This design comes from an exercise in tuning for small area, a short achievable clock period and few clock cycles on the open sky130 flow, not from production work.
Function was checked by simulation only, so behaviour that the tests miss may differ from the original.
Power and IR drop assume default switching activity.

Setup of alpha:
==> flow/design.v <==
`timescale 1ns/1ps
module stream_comp_invoke_top_module_FSM_1
        #(parameter width = 10)(
        input clk, rst,
        input [width - 1 : 0] data_in_fifo,
        input [width - 1 : 0] length_in_fifo,
        input [width - 1 : 0] command_in_fifo,
        input invoke,
        input [1 : 0] next_mode_in,
        output rd_data_in_fifo,
        output rd_length_in_fifo,
        output rd_command_in_fifo,
        output [width - 1 : 0] length,
        output FC,
        output wr_out_fifo1,
        output [width - 1 : 0] result_out);
    reg [3 : 0] len_q;
    reg k1_q, k0_q;
    wire mm = ~k1_q;                  
    wire mx = k0_q;                   
    wire sm = k1_q & k0_q;            
    reg [3 : 0] cnt;
    wire busy = (cnt != 4'd0);
    wire last = (cnt == 4'd1);
    reg [width - 1 : 0] acc;
    wire inv1 = invoke & ~next_mode_in[0] & ~next_mode_in[1];
    wire inv2 = invoke & next_mode_in[0];
    wire inv3 = invoke & next_mode_in[1];
    wire ld1 = invoke & (next_mode_in[0] ~^ next_mode_in[1]);
    assign rd_command_in_fifo = inv1;
    assign rd_length_in_fifo = inv1;
    assign rd_data_in_fifo = inv2 | busy;
    assign wr_out_fifo1 = inv3;
    assign FC = (invoke & (~next_mode_in[0] | (len_q == 4'd1))) | last;
    assign result_out = acc;
    assign length = {{(width - 4){1'b0}}, inv1 ? length_in_fifo[3 : 0] : len_q};
    wire cmd_mm = (command_in_fifo[width - 1 : 1] == 0);
    always @(posedge clk)
    begin
        if (ld1)
        begin
            len_q <= length_in_fifo[3 : 0];
            k1_q <= ~cmd_mm;
            k0_q <= cmd_mm ? command_in_fifo[0] : (command_in_fifo == 2);
        end
    end
    always @(posedge clk)
    begin
        if (!rst)
            cnt <= 4'd0;
        else if (inv2 | busy)
            cnt <= (inv2 ? len_q : cnt) - 4'd1;
    end
    wire [width - 1 : 0] opb = sm ? acc : ~acc;
    wire [width : 0] s = {1'b0, data_in_fifo} + {1'b0, opb} + {{width{1'b0}}, ~sm};
    wire take_d = inv2 | (mm & (s[width] ~^ mx));
    always @(posedge clk)
    begin
        if (!rst)
            acc <= 0;
        else if (inv2 | busy)
        begin
            if (take_d)
                acc <= data_in_fifo;
            else if (sm)
                acc <= s[width - 1 : 0];
        end
    end
endmodule
==> flow/config.mk <==
export PLATFORM = sky130hd
export DESIGN_NAME = stream_comp_invoke_top_module_FSM_1
export DESIGN_NICKNAME = stream_comp_invoke_top_module_FSM_1
export VERILOG_FILES = /design/flow/design.v
export SDC_FILE = /design/flow/constraint.sdc
export NUM_CORES = 4
export LEC_CHECK = 0
export ABC_AREA = 1
export CAP_MARGIN = 20
export CORE_MARGIN = 2
export CORE_UTILIZATION = 40
export SETUP_SLACK_MARGIN = 1.8
export SLEW_MARGIN = 20
==> flow/constraint.sdc <==
create_clock -name core_clock -period 5.0 [get_ports {clk}]
set_input_delay 1.0000 -clock core_clock [delete_from_list [all_inputs] [get_ports {clk}]]
set_output_delay 1.0000 -clock core_clock [all_outputs]
set_load 0.01 [all_outputs]
standard.sh (not shown) runs the stock make flow with config.mk's settings and CLKGATE_MAP_FILE= SYNTH_SCRIPT=/design/flow/synth_recipe.tcl, a recipe that flattens the netlist after the stock synthesis.
==> flow/flow/run.sh <==
#!/bin/bash
# The standard layout, with plain buf_1 cells as the port buffers (the
# resizer sizes them up where timing needs it) and one tie cell shared by
# the constant outputs.
set -euo pipefail
export BUFFER_PORTS_ARGS="-buffer_cell sky130_fd_sc_hd__buf_1"
export SKIP_REPAIR_TIE_FANOUT=1
bash standard.sh > standard_flow.log 2>&1
Testbench counts of alpha, summed over its fixed seeds: cycles 17,953.
Setup changes, alpha to beta
- swapping 1.8 for 2.1 in SETUP_SLACK_MARGIN
--- outcome ---
- Compared with alpha, beta supports a higher clock frequency.
- Diff alpha -> beta: clock share of power went down by 0.9 points; total wire length went up by 8.8%; total power went up by about 6.6%.
## Diff of input files: gamma against beta
- SETUP_SLACK_MARGIN now 2.0, was 2.1
==> flow/flow/run.sh <==
#!/bin/bash
# The standard layout, with plain buf_1 cells as the port buffers (the
# resizer sizes them up where timing needs it).
set -euo pipefail
export BUFFER_PORTS_ARGS="-buffer_cell sky130_fd_sc_hd__buf_1"
bash standard.sh > standard_flow.log 2>&1
==> results.txt <==
- Number of buffers inserted by post-CTS setup repair on gamma is down relative to beta.
- Length of routed met2 wiring (gamma vs. beta) decreases by a little under 10%
- Delta (gamma minus beta): setup slack went down by 140 ps, hold slack was more or less identical.
- Going from beta to gamma, clock group power shrank by more than 10%.
> inputs changed (gamma -> delta)
- clearing ABC_AREA, which used to be 1
==> flow/flow/run.sh <==
#!/bin/bash
# The standard layout with three changes:
#  - synthesis is synth_recipe.tcl with ORFS's synth.tcl, except that ABC maps
#    the combinational logic with flow/abc.script (registers are untouched:
#    they are mapped before ABC runs, so names, count and cells stay those of
#    the standard synthesis);
#  - plain buf_1 cells as the port buffers (the resizer sizes them up where
#    timing needs it);
#  - one tie cell shared by the constant outputs.
set -euo pipefail
here=$(pwd)
export BUFFER_PORTS_ARGS="-buffer_cell sky130_fd_sc_hd__buf_1"
export SKIP_REPAIR_TIE_FANOUT=1
export ABC_SCRIPT_X=$here/flow/abc.script
sed 's|^source \$::env(SCRIPTS_DIR)/synth_preamble.tcl|&\nset abc_args [lreplace $abc_args 1 1 $::env(ABC_SCRIPT_X)]\nputs "abc_args: $abc_args"|' \
    "$FLOW_HOME/scripts/synth.tcl" > "$here/synth_abc.tcl"
grep -q 'ABC_SCRIPT_X' "$here/synth_abc.tcl"
sed "s|\$::env(SCRIPTS_DIR)/synth.tcl|$here/synth_abc.tcl|" synth_recipe.tcl > "$here/synth_top.tcl"
grep -q 'synth_abc.tcl' "$here/synth_top.tcl"
sed "s|SYNTH_SCRIPT=[^ ]*|SYNTH_SCRIPT=$here/synth_top.tcl|" standard.sh > "$here/own.sh"
grep -q 'synth_top.tcl' "$here/own.sh"
bash "$here/own.sh" > standard_flow.log 2>&1
==> flow/flow/abc.script (new file) <==
strash
&get -n
&fraig -x
&put
scorr
dc2
strash
&get -n
&dch -f
&nf
&put
topo
stime -c
buffer -c
upsize -c
dnsize -c
--- outcome ---
- Summary — worst hold slack, delta relative to gamma: higher, by 13 ps.
- Reported for delta and gamma, number of enable flip-flop cells after synthesis turned out identical to the last digit.
- Utilization: delta vs gamma up 4.7 points
- Compared with gamma, delta shows a number of stages on the worst setup path that is 9 higher.
- Of delta and gamma, it is delta that has the lower met1 wire length.
- Diff delta and gamma: setup fix buffers added after clock tree synthesis lower in gamma
- The first-pass GRT wire length in gamma is 1.2 times that in delta.
--- input diff delta..epsilon ---
- setting ABC_AREA to 1 for the first time
- changing SETUP_SLACK_MARGIN from 2.0 to 2.6
==> flow/flow/run.sh <==
#!/bin/bash
# The standard layout, with plain buf_1 cells as the port buffers (the
# resizer sizes them up where timing needs it).
set -euo pipefail
export BUFFER_PORTS_ARGS="-buffer_cell sky130_fd_sc_hd__buf_1"
bash standard.sh > standard_flow.log 2>&1
removed: flow/flow/abc.script
Notes after the runs:
Between epsilon and delta, it is epsilon whose starting density of the core is lower, by 0.56 points.
epsilon and delta all finish clean.
epsilon: final cell count about 50% above delta
Relative to delta, the count of clock-buffer cells in the layout of epsilon is lower by 1.
On post-route total power, delta beats epsilon.
Cmp epsilon vs delta: net switching power figure higher in epsilon
epsilon: post-synth design cell area 16% above delta
Looking at power of the clock network, epsilon sits about 40% above delta.


Starts from the design.v that is shown in full above.
clock: 5.0 ns
lec_check: 0
cap_margin: 20
core_margin: 2
core_utilization: 40
setup_slack_margin: 2.0
slew_margin: 20
==> flow/flow/run.sh <==
#!/bin/bash
# The standard layout with three changes:
#  - synthesis is synth_recipe.tcl with ORFS's synth.tcl, except that ABC maps
#    the combinational logic with flow/abc.script (registers are untouched:
#    they are mapped before ABC runs, so names, count and cells stay those of
#    the standard synthesis);
#  - plain buf_1 cells as the port buffers (the resizer sizes them up where
#    timing needs it);
#  - one tie cell shared by the constant outputs.
set -euo pipefail
here=$(pwd)
export BUFFER_PORTS_ARGS="-buffer_cell sky130_fd_sc_hd__buf_1"
export SKIP_REPAIR_TIE_FANOUT=1
export ABC_SCRIPT_X=$here/flow/abc.script
sed 's|^source \$::env(SCRIPTS_DIR)/synth_preamble.tcl|&\nset abc_args [lreplace $abc_args 1 1 $::env(ABC_SCRIPT_X)]\nputs "abc_args: $abc_args"|' \
    "$FLOW_HOME/scripts/synth.tcl" > "$here/synth_abc.tcl"
grep -q 'ABC_SCRIPT_X' "$here/synth_abc.tcl"
sed "s|\$::env(SCRIPTS_DIR)/synth.tcl|$here/synth_abc.tcl|" synth_recipe.tcl > "$here/synth_top.tcl"
grep -q 'synth_abc.tcl' "$here/synth_top.tcl"
sed "s|SYNTH_SCRIPT=[^ ]*|SYNTH_SCRIPT=$here/synth_top.tcl|" standard.sh > "$here/own.sh"
grep -q 'synth_top.tcl' "$here/own.sh"
bash "$here/own.sh" > standard_flow.log 2>&1
==> flow/flow/abc.script <==
strash
dc2
dch -f
map -a
topo
stime -c
buffer -c
upsize -c
dnsize -c
The first run went through all stages and came out clean.
Testbench counts at the start, summed over its fixed seeds: cycles 17,953.
Edit:
==> flow/flow/run.sh (replaced) <==
#!/bin/bash
# The standard layout, with plain buf_1 cells as the port buffers (the
# resizer sizes them up where timing needs it).
set -euo pipefail
export BUFFER_PORTS_ARGS="-buffer_cell sky130_fd_sc_hd__buf_1"
bash standard.sh > standard_flow.log 2>&1
--- a/flow/config.mk
+++ b/flow/config.mk
@@ -7,2 +7,3 @@
 export LEC_CHECK = 0
+export ABC_AREA = 1
 export CAP_MARGIN = 20
@@ -10,3 +11,3 @@
 export CORE_UTILIZATION = 40
-export SETUP_SLACK_MARGIN = 2.0
+export SETUP_SLACK_MARGIN = 2.3
 export SLEW_MARGIN = 20
removed: flow/flow/abc.script
What happened: Global-route usage fell by 0.59 points; utilization decreases by 3.1 points; sequential share of layout area came out lower by 2.0 points; flip-flop and latch count does not change.
Edit:
--- a/flow/config.mk
+++ b/flow/config.mk
@@ -7,3 +7,2 @@
 export LEC_CHECK = 0
-export ABC_AREA = 1
 export CAP_MARGIN = 20
@@ -11,3 +10,3 @@
 export CORE_UTILIZATION = 40
-export SETUP_SLACK_MARGIN = 2.3
+export SETUP_SLACK_MARGIN = 2.0
 export SLEW_MARGIN = 20
Effect: Power grows by 6.1%. Clock-buffer cell count shrinks by 1. Worst hold slack improved by 0.012 ns. Cell count shrinks by 23%. Fmax shrinks by 6.4%. Register-to-register slack got worse by 0.36 ns. Sequential power grows by about 5%. Global-route usage shrinks by 0.55 points. Final area shrinks by 7.4%. Clock skew stays flat. Routed wire length shrinks by 19%.

==> afterwards: timing with drivers on the ports <==
No port has a modelled driver above. Below, the same layouts with a new extraction and two added sets of constraints. Step 1: set_driving_cell puts a clkbuf_16 on clk and a buf_2 on each other input, an assumption about the parent block. Step 2, shift: input delay + t, output delay - t, t = (earliest + latest rising clock arrival at the registers) / 2. This alone moves slack from input paths to output paths. Three values: no drivers, after step 1, after step 2; two values: the first two.
| run | t (ns) | setup WS [ns] | worst setup path at the end | pins driven straight from the clock port |
|---|---|---|---|---|
| alpha | 0.294 | 1.972 / 1.953 / 1.824 | input to register | 1 |
| beta | 0.299 | 2.172 / 2.152 / 1.973 | input to register | 1 |
| gamma | 0.293 | 2.032 / 2.006 / 1.921 | input to register | 1 |
| delta | 0.276 | 1.607 / 1.571 / 1.295 | input to register | 1 |
| epsilon | 0.293 | 2.247 / 2.197 / 2.173 | input to register | 1 |
| the first run of note 2 | 0.288 | 1.283 / 1.270 / 0.982 | input to register | 1 |
| the second run of note 2 | 0.288 | 2.257 / 2.210 / 2.139 | input to register | 1 |
| the third run of note 2 | 0.291 | 2.069 / 2.049 / 1.782 | input to register | 1 |
After both steps every run listed still meets setup and hold. The setup slack of delta, which loses most, moves by -0.036 ns with the drivers and by -0.312 ns with both steps.
